Background: an optimization exercise with open tools, aiming at small area. Do not read the settings as production practice.
Only simulation tests tie the RTL to the original design; equivalence was not proved.
The clock port is modelled as an ideal driver; clocking choices that lean on that would not hold on a real chip.
Power and IR drop assume default switching activity.

## ALU_P2
module ALU_P2(RS1,RS2,OPC,ALU_OUT,ALU,Jump,clock);
input [31:0]RS1;
input [31:0]RS2;
input [5:0]OPC;
input clock;
output [31:0]ALU_OUT;
output [31:0]ALU;
output Jump;
reg [31:0]ALU;
wire op_add  = (OPC==6'd1) | (OPC==6'd3) | (OPC==6'd4) | (OPC==6'd19);
wire op_sub  = (OPC==6'd2) | (OPC==6'd20);
wire op_cmp  = (OPC>=6'd6) & (OPC<=6'd11);
wire op_mov  = (OPC==6'd5) | (OPC==6'd16);
wire op_and  = (OPC==6'd12);
wire op_or   = (OPC==6'd13);
wire op_xor  = (OPC==6'd14);
wire op_not  = (OPC==6'd15);
wire op_shl  = (OPC==6'd17);
wire op_shr  = (OPC==6'd18);
wire op_hold = (OPC==6'd0) | (OPC>=6'd21);
wire sub = op_sub | op_cmp;
wire U, V, nU, nV;
wire s_sum = op_add | op_sub;               
wire s_p   = op_xor | op_mov | op_not;      
wire s_g   = op_and;                        
wire s_h   = op_hold;                       
wire ns_p = ~s_p;
wire ns_g = ~s_g;
wire big = |RS2[31:5];
wire en  = (op_shl | op_shr) & ~big;
m_decu udu (.U(U), .NU(nU), .o(OPC[4:0]));
m_decv udv (.V(V), .NV(nV), .o(OPC[4:0]));
wire [31:0] bt;       
wire [31:0] pp;       
wire [31:0] gg;       
wire [32:0] c;        
wire [31:0] sum;
assign c[0] = V;
genvar i;
m_mux2i ub0 (.y(bt[0]), .a0(nV), .a1(nU), .s(RS2[0]));
m_ha    uh0 (.s(pp[0]), .co(gg[0]), .a(RS1[0]), .b(bt[0]));
m_xor2  us0 (.y(sum[0]), .a(pp[0]), .b(c[0]));
m_mux2i ub1 (.y(bt[1]), .a0(nV), .a1(nU), .s(RS2[1]));
m_xnor2 up1 (.y(pp[1]), .a(RS1[1]), .b(bt[1]));
m_nand2 ug1 (.y(gg[1]), .a(RS1[1]), .b(bt[1]));
m_xor2  us1 (.y(sum[1]), .a(pp[1]), .b(c[1]));
m_mux2i ub2 (.y(bt[2]), .a0(nV), .a1(nU), .s(RS2[2]));
m_ha    uh2 (.s(pp[2]), .co(gg[2]), .a(RS1[2]), .b(bt[2]));
m_xor2  us2 (.y(sum[2]), .a(pp[2]), .b(c[2]));
m_mux2i ub3 (.y(bt[3]), .a0(nV), .a1(nU), .s(RS2[3]));
m_xnor2 up3 (.y(pp[3]), .a(RS1[3]), .b(bt[3]));
m_nand2 ug3 (.y(gg[3]), .a(RS1[3]), .b(bt[3]));
m_xor2  us3 (.y(sum[3]), .a(pp[3]), .b(c[3]));
m_mux2i ub4 (.y(bt[4]), .a0(nV), .a1(nU), .s(RS2[4]));
m_ha    uh4 (.s(pp[4]), .co(gg[4]), .a(RS1[4]), .b(bt[4]));
m_xor2  us4 (.y(sum[4]), .a(pp[4]), .b(c[4]));
m_mux2i ub5 (.y(bt[5]), .a0(nV), .a1(nU), .s(RS2[5]));
m_xnor2 up5 (.y(pp[5]), .a(RS1[5]), .b(bt[5]));
  ...
Size: about 560 cells after synthesis, roughly 140 I/O pins.
export LEC_CHECK = 0
export CAP_MARGIN = 10
export CORE_MARGIN = 2
export CORE_UTILIZATION = 40
export CTS_BUF_LIST = sky130_fd_sc_hd__clkbuf_4
export PLACE_DENSITY = 0.45
export SLEW_MARGIN = 10
export SYNTH_HIERARCHICAL = 1
create_clock -name core_clock -period 10.0 [get_ports {clock}]
standard.sh (not shown) runs the stock make flow with config.mk's settings and CLKGATE_MAP_FILE= SYNTH_SCRIPT=/design/flow/synth_recipe.tcl, a recipe that flattens the netlist after the stock synthesis.
==> flow/flow/run.sh <==
#!/bin/bash
# Own layout flow: the standard flow (standard.sh) with these changes:
#  - the port buffers are buf_1, the smallest buffer, rather than the resizer's default choice;
#  - before floorplanning, every cell gets its smallest-area variant (area recovery); the
#    standard repair steps then resize wherever timing, slew or load need it;
#  - clock tree synthesis with clkbuf_4 buffers and without dummy loads.
# make's full output goes to standard_flow.log; ORFS's per-step logs stay under orfs/logs/.
set -euo pipefail
cd "$(dirname "$0")/.."
here=$(pwd)
bash standard.sh \
  "PRE_FLOORPLAN_TCL=$here/flow/downsize.tcl" \
  "BUFFER_PORTS_ARGS=-buffer_cell sky130_fd_sc_hd__buf_1" \
  "CTS_ARGS=-sink_clustering_enable -repair_clock_nets -buf_list sky130_fd_sc_hd__clkbuf_4 -dont_use_dummy_load" \
  finish > "$here/standard_flow.log" 2>&1
==> flow/flow/downsize.tcl <==
# Area recovery before floorplanning: give every cell with a smaller-area variant of the same
set_dont_use $::env(DONT_USE_CELLS)
# function that variant. Later repair steps (floorplan repair_timing, placement repair_design,
# post-CTS/post-route timing repair) upsize again wherever timing, slew or load needs it.
set n 0
foreach inst [get_cells *] {
  set lc [get_lib_cells -of_objects $inst]
  set name [get_name $lc]
  if {![regexp {^(sky130_fd_sc_hd__[a-z0-9]+)_[0-9]+$} $name -> base]} { continue }
  if {[regexp {df|dl|conb|tap|fill|decap|clk} $base]} { continue }
  set best $name
  set best_area [get_property $lc area]
  foreach cand [get_lib_cells ${base}_*] {
    set cn [get_name $cand]
    if {![regexp "^${base}_\[0-9\]+\$" $cn]} { continue }
    if {[get_property $cand dont_use]} { continue }
    set a [get_property $cand area]
    if {$a < $best_area - 1e-6} { set best $cn; set best_area $a }
  }
  if {$best ne $name} {
    replace_cell $inst $best
    incr n
  }
}
puts "downsize: replaced $n cells with smaller variants"
Change:
--- a/flow/flow/run.sh
+++ b/flow/flow/run.sh
@@ -5,0 +6 @@
+#  - placement, resizing, CTS and global-route repairs buffer with buf_1/buf_2 only;
@@ -10,0 +12 @@
+sb=$here/flow/smallbuf.tcl
@@ -13,0 +16 @@
+  "PRE_GLOBAL_PLACE_TCL=$sb" "PRE_RESIZE_TCL=$sb" "PRE_CTS_TCL=$sb" "PRE_GLOBAL_ROUTE_TCL=$sb" \
==> flow/flow/smallbuf.tcl (new file) <==
set_dont_use [get_lib_cells {sky130_fd_sc_hd__buf_4 sky130_fd_sc_hd__buf_6 sky130_fd_sc_hd__buf_8 sky130_fd_sc_hd__buf_12 sky130_fd_sc_hd__buf_16 sky130_fd_sc_hd__bufbuf_8 sky130_fd_sc_hd__bufbuf_16}]
- PLACE_DENSITY: 0.45 -> 0.6
- first-iteration DRC count drops by 17%
- global-route usage drops by 2.5 points
- combinational power barely changes
- clock power climbs by 5.4%
- worst setup slack got worse by 62 ps
- utilization drops by 0.32 points

static timing again, ports no longer ideal:
The flow's constraints put no driver on any port. The routed layouts listed below were extracted and timed again, unchanged, in two steps.
Step 1, drivers: a clkbuf_16 drives clock and a buf_2 each remaining input, both assumed.
Step 2 also shifts input and output timing later by t, the mid clock arrival at the registers, as if the neighbouring blocks saw the same clock.
a / b / c = no drivers / after step 1 / after step 2; a / b = the first two.
run	t, ns	setup WS [ns]	hold slack, ns
the first run	0.380	0.769 / 0.743 / 0.743	1.595 / 1.595 / 1.595
the second run	0.380	0.707 / 0.679 / 0.679	1.619 / 1.619 / 1.619
After both steps setup and hold are still met in every run listed. The setup slack of the second run, which loses most, moves by -0.028 ns with the drivers and by -0.028 ns with both steps.
